Source: an optimization exercise on an open RTL-to-GDS flow (aim: small area and a short achievable clock period). Production flows keep margins and buffers that such runs may drop.

## lane 1
==> module FFT_TOB, before the edit <==
module FFT_TOB (
  input  wire signed [15:0] Input_re,
  input  wire signed [15:0] Input_Im,
  input  wire               cordic_Valid,
  input  wire               clk,
  input  wire               rst,
  output wire signed [15:0] Output_FFT_Re,
  output wire signed [15:0] Output_FFT_Im,
  output wire               Data_Valid
);
  reg [3:0] p;
  reg       dv;
  always @(posedge clk or negedge rst)
    if (!rst) begin
      p  <= 4'd0;
      dv <= 1'b0;
    end else begin
      if (cordic_Valid) p <= p + 4'd1;
      if (p == 4'd14)   dv <= 1'b1;
    end
  assign Data_Valid = dv;
  wire p3 = p[3], p2 = p[2], p1 = p[1], p0 = p[0];
  wire first = (p == 4'd0);
  wire p2is  = (p == 4'd2);
  wire last  = (p == 4'd15);
  reg [127:0] d1r, d1i;    
  reg [63:0]  d2r, d2i;    
  reg [31:0]  d3r, d3i;    
  reg [15:0]  d4r, d4i;    
  reg [15:0]  zr, zi;      
  reg [16:0]  y0, y1;      
  reg         yodp, yodn, yosp, yosn;
  wire yw1 = (p == 4'd4);
  wire yw3 = (p == 4'd6) | (p == 4'd8);
  wire yw9 = (p == 4'd10);
  wire yw2 = (p == 4'd0) | (p == 4'd5);
  wire yw6 = (p == 4'd2) | (p == 4'd9);
  wire yw4 = (p == 4'd1);
  reg [15:0]  ar, ai;      
  reg [15:0]  br, bi;      
  wire [15:0] xr = Input_re, xi = Input_Im;
  wire [15:0] r1r = d1r[127:112], r1i = d1i[127:112];
  wire [15:0] r2r = d2r[63:48],   r2i = d2i[63:48];
  wire [15:0] r3r = d3r[31:16],   r3i = d3i[31:16];
  wire [15:0] r4r = d4r,          r4i = d4i;
  wire [15:0] a1r, a1i, b1r, b1i;
  rca u_a1r (.a(r1r), .b(p3 ? xr : 16'd0), .ci(1'b0), .s(a1r));
  rca u_a1i (.a(r1i), .b(p3 ? xi : 16'd0), .ci(1'b0), .s(a1i));
  rca u_b1r (.a(r1r), .b(~xr), .ci(1'b1), .s(b1r));
  rca u_b1i (.a(r1i), .b(~xi), .ci(1'b1), .s(b1i));
  wire [15:0] s1r = a1r;
  wire [15:0] s1i = a1i;
  wire [15:0] w1r = p3 ? b1r : xr;
  wire [15:0] w1i = p3 ? b1i : xi;
  wire c2 = ~p3 & p2;
  wire [15:0] b2r, b2i, a2r, a2i;
  rca u_b2r (.a(r2r), .b(~(c2 ? r1i : s1r)),      .ci(1'b1), .s(b2r));
  rca u_b2i (.a(r2i), .b(c2 ? r1r : ~s1i),        .ci(~c2),  .s(b2i));
  wire [15:0] w2r = p2 ? b2r : s1r;
  wire [15:0] w2i = p2 ? b2i : s1i;
  rca u_a2r (.a(r2r), .b(s1r), .ci(1'b0), .s(a2r));
  rca u_a2i (.a(r2i), .b(s1i), .ci(1'b0), .s(a2i));
  wire [3:0]  q   = p + 4'd2;
  wire [15:0] t2r = d2r[31:16], t2i = d2i[31:16];
  wire [15:0] t1r = d1r[95:80], t1i = d1i[95:80];
  wire        qsw = ~q[3] & q[2];
  wire [15:0] yr, yi;
  rca u_yr (.a(t2r), .b(qsw ? t1i : 16'd0),  .ci(1'b0), .s(yr));
  rca u_yi (.a(t2i), .b(qsw ? ~t1r : 16'd0), .ci(qsw), .s(yi));
  wire qw1 = (q == 4'd5);
  wire qw3 = (q == 4'd7) | (q == 4'd9);
  wire qw9 = (q == 4'd11);
  wire qw2 = (q == 4'd1) | (q == 4'd6);
  wire qw6 = (q == 4'd3) | (q == 4'd10);
  wire qw4 = (q == 4'd2);
  wire [16:0] py0, py1;
  wire        podp, podn, posp, posn;
  tw_prep u_prep (.ar(yr), .ai(yi), .w1(qw1), .w3(qw3), .w9(qw9), .w2(qw2), .w6(qw6),
                  .y0(py0), .y1(py1), .od_p(podp), .od_n(podn), .os_p(posp), .os_n(posn));
  wire [15:0] er, ei;
  tw_mul u_mul (.y0(y0), .y1(y1), .w1(yw1), .w3(yw3), .w9(yw9), .w2(yw2), .w6(yw6),
                .od_p(yodp), .od_n(yodn), .os_p(yosp), .os_n(yosn), .zr(er), .zi(ei));
  wire ymul = yw1 | yw3 | yw9 | yw2 | yw6;
  wire        x3  = p3 & p2;
  wire [15:0] mr  = x3 ? a2r : zr;
  wire [15:0] mi  = x3 ? a2i : zi;
  wire [15:0] b3r, b3i;
  rca u_b3r (.a(r3r), .b(~mr), .ci(1'b1), .s(b3r));
  rca u_b3i (.a(r3i), .b(~mi), .ci(~p2is), .s(b3i));
  wire [15:0] w3r = p1 ? b3r : mr;
  wire [15:0] w3i = p1 ? b3i : mi;
  wire c5 = p0 & ~p1;
  wire [15:0] s3r, s3i, a3r, a3i, o4r, o4i, e4r, e4i, sumr, sumi, a8r, a8i;
  rca u_a3r (.a(r3r), .b(p1 ? zr : 16'd0), .ci(1'b0), .s(a3r));
  rca u_a3i (.a(r3i), .b(p1 ? zi : 16'd0), .ci(p2is), .s(a3i));
  wire [15:0] s3or = a3r;
  wire [15:0] s3oi = a3i;
  rca u_e4r (.a(r4r), .b(c5 ? r3i : s3or),  .ci(1'b0), .s(e4r));
  rca u_e4i (.a(r4i), .b(c5 ? ~r3r : s3oi), .ci(c5),   .s(e4i));
  assign o4r = p0 ? e4r : r4r;
  assign o4i = p0 ? e4i : r4i;
  out_add u_or (.acc(first ? 16'd0 : ar), .x(xr), .o(o4r), .last(last), .sum(sumr), .y(Output_FFT_Re));
  out_add u_oi (.acc(first ? 16'd0 : ai), .x(xi), .o(o4i), .last(last), .sum(sumi), .y(Output_FFT_Im));
  wire [15:0] i4r = c5 ? r3i : s3or;
  wire [15:0] b4r, b4i;
  rca u_b4r (.a(r4r), .b(~i4r), .ci(1'b1), .s(b4r));
  rca u_b4i (.a(r4i), .b(c5 ? r3r : ~s3oi), .ci(~c5), .s(b4i));
  rca u_a8r (.a(first ? 16'd0 : br), .b(xr ^ {16{p0}}), .ci(p0), .s(a8r));
  rca u_a8i (.a(first ? 16'd0 : bi), .b(xi ^ {16{p0}}), .ci(p0), .s(a8i));
  wire [15:0] w4r = last ? a8r : p0 ? b4r : s3or;
  wire [15:0] w4i = last ? a8i : p0 ? b4i : s3oi;
  always @(posedge clk) begin
    d1r <= {d1r[111:0], w1r};  d1i <= {d1i[111:0], w1i};
    d2r <= {d2r[47:0],  w2r};  d2i <= {d2i[47:0],  w2i};
    d3r <= {d3r[15:0],  w3r};  d3i <= {d3i[15:0],  w3i};
    d4r <= w4r;                d4i <= w4i;
    y0  <= py0;                y1  <= py1;
    yodp <= podp; yodn <= podn; yosp <= posp; yosn <= posn;
    zr  <= ymul ? er : yw4 ? y1[15:0] : y0[15:0];
    zi  <= ymul ? ei : yw4 ? ~y0[15:0] : y1[15:0];
    ar  <= sumr;               ai  <= sumi;
    br  <= a8r;                bi  <= a8i;
  end
endmodule
==> flow/config.mk <==
export PLATFORM = sky130hd
export DESIGN_NAME = FFT_TOB
export DESIGN_NICKNAME = FFT_TOB
export VERILOG_FILES = /design/flow/design.v
export SDC_FILE = /design/flow/constraint.sdc
export NUM_CORES = 4
export LEC_CHECK = 0
export CAP_MARGIN = 20
export CORE_MARGIN = 2
export CORE_UTILIZATION = 40
export SLEW_MARGIN = 20
export SETUP_SLACK_MARGIN = 13.6
==> flow/constraint.sdc <==
create_clock -name core_clock -period 27.0 [get_ports {clk}]
set_input_delay 5.4000 -clock core_clock [delete_from_list [all_inputs] [get_ports {clk}]]
set_output_delay 5.4000 -clock core_clock [all_outputs]
set_load 0.01 [all_outputs]
standard.sh (not shown) runs the stock make flow with config.mk's settings and CLKGATE_MAP_FILE= SYNTH_SCRIPT=/design/flow/synth_recipe.tcl, a recipe that flattens the netlist after the stock synthesis.
==> flow/flow/run.sh <==
#!/bin/bash
cp standard.sh standard_sh_copy.log
echo "export SETUP_SLACK_MARGIN = 13.6" >> config.mk
bash standard.sh > standard.log 2>&1
Lane 1 closes out successfully: all stages finished, all timing, DRC and antenna checks passed.
### lane 1 -> lane 2
--- a/flow/design.v
+++ b/flow/design.v
@@ -388,13 +388,13 @@
       if (cordic_Valid) p <= p + 4'd1;
       if (p == 4'd14)   dv <= 1'b1;
     end
   assign Data_Valid = dv;
   wire p3 = p[3], p2 = p[2], p1 = p[1], p0 = p[0];
   wire first = (p == 4'd0);
-  wire p2is  = (p == 4'd2);
+  reg  p2is;                  
   wire last  = (p == 4'd15);
   reg [127:0] d1r, d1i;    
   reg [63:0]  d2r, d2i;    
   reg [31:0]  d3r, d3i;    
   reg [15:0]  d4r, d4i;    
   reg [15:0]  zr, zi;      
@@ -458,14 +458,14 @@
   rca u_b3r (.a(r3r), .b(~mr), .ci(1'b1), .s(b3r));
   rca u_b3i (.a(r3i), .b(~mi), .ci(~p2is), .s(b3i));
   wire [15:0] w3r = p1 ? b3r : mr;
   wire [15:0] w3i = p1 ? b3i : mi;
   wire c5 = p0 & ~p1;
   wire [15:0] s3r, s3i, a3r, a3i, o4r, o4i, e4r, e4i, sumr, sumi, a8r, a8i;
-  rca u_a3r (.a(r3r), .b(p1 ? zr : 16'd0), .ci(1'b0), .s(a3r));
-  rca u_a3i (.a(r3i), .b(p1 ? zi : 16'd0), .ci(p2is), .s(a3i));
+  rca u_a3r (.a(r3r), .b(zr), .ci(1'b0), .s(a3r));
+  rca u_a3i (.a(r3i), .b(zi), .ci(p2is), .s(a3i));
   wire [15:0] s3or = a3r;
   wire [15:0] s3oi = a3i;
   rca u_e4r (.a(r4r), .b(c5 ? r3i : s3or),  .ci(1'b0), .s(e4r));
   rca u_e4i (.a(r4i), .b(c5 ? ~r3r : s3oi), .ci(c5),   .s(e4i));
   assign o4r = p0 ? e4r : r4r;
   assign o4i = p0 ? e4i : r4i;
@@ -474,20 +474,21 @@
   wire [15:0] i4r = c5 ? r3i : s3or;
   wire [15:0] b4r, b4i;
   rca u_b4r (.a(r4r), .b(~i4r), .ci(1'b1), .s(b4r));
   rca u_b4i (.a(r4i), .b(c5 ? r3r : ~s3oi), .ci(~c5), .s(b4i));
   rca u_a8r (.a(first ? 16'd0 : br), .b(xr ^ {16{p0}}), .ci(p0), .s(a8r));
   rca u_a8i (.a(first ? 16'd0 : bi), .b(xi ^ {16{p0}}), .ci(p0), .s(a8i));
-  wire [15:0] w4r = last ? a8r : p0 ? b4r : s3or;
-  wire [15:0] w4i = last ? a8i : p0 ? b4i : s3oi;
+  wire [15:0] w4r = last ? a8r : p0 ? b4r : p1 ? s3or : r3r;
+  wire [15:0] w4i = last ? a8i : p0 ? b4i : p1 ? s3oi : r3i;
   always @(posedge clk) begin
     d1r <= {d1r[111:0], w1r};  d1i <= {d1i[111:0], w1i};
     d2r <= {d2r[47:0],  w2r};  d2i <= {d2i[47:0],  w2i};
     d3r <= {d3r[15:0],  w3r};  d3i <= {d3i[15:0],  w3i};
     d4r <= w4r;                d4i <= w4i;
     y0  <= py0;                y1  <= py1;
+    p2is <= (p == 4'd1);
     yodp <= podp; yodn <= podn; yosp <= posp; yosn <= posn;
     zr  <= ymul ? er : yw4 ? y1[15:0] : y0[15:0];
     zi  <= ymul ? ei : yw4 ? ~y0[15:0] : y1[15:0];
     ar  <= sumr;               ai  <= sumi;
     br  <= a8r;                bi  <= a8i;
   end
Findings:
- Lane 2 vs. lane 1: area of placed instances went up by 290 um^2.
- Changes observed in lane 2 relative to lane 1: setup slack moved up; routed wire length level.
- Lane 2 against lane 1: clock buffer count in the final layout lower; die width up 0.47%; synthesis-to-finish area growth about even; multi-input combinational area share rose 0.16 points.
- met3 wirelength from detailed routing is higher on lane 1
- Any difference in final weighted congestion of routability-driven global placement between lane 1 and lane 2 is small enough to ignore.
- Higher pin count of the biggest net entering global routing was reported by lane 1, not lane 2.
- Per the comparison of lane 2 with lane 1, combined area of the multi-input logic cells now larger.
- Standard-cell row count (lane 2 vs. lane 1) increases slightly
Function was not checked in any run of this note: the RTL went through the layout flow alone.

==> separate check: timing with driven ports <==
Ports are ideal in the flow. The routed layouts listed here were re-timed in OpenROAD.
Step 1 (the two cells are an assumption about what drives the block):
set clk [get_ports {clk}]
set_driving_cell -lib_cell sky130_fd_sc_hd__clkbuf_16 $clk
set_driving_cell -lib_cell sky130_fd_sc_hd__buf_2 [delete_from_list [all_inputs] $clk]
Step 2, shift: input delay + t, output delay - t, t = (earliest + latest rising clock arrival at the registers) / 2. This alone moves slack from input paths to output paths.
Three values: ideal, step 1, step 2; two values: the first two.
| run | t (ns) | setup WS [ns] | worst setup path at the end | worst register clock-pin slew, ns | worst data-port slew with drivers (ns) |
|---|---|---|---|---|---|
| lane 1 | 0.694 | 12.642 / 12.579 / 13.273 | register to output | 0.07 / 0.07 | 0.07 |
| lane 2 | 0.691 | 13.347 / 13.282 / 13.564 | input to register | 0.07 / 0.07 | 0.12 |
After both steps every run listed still meets setup and hold.
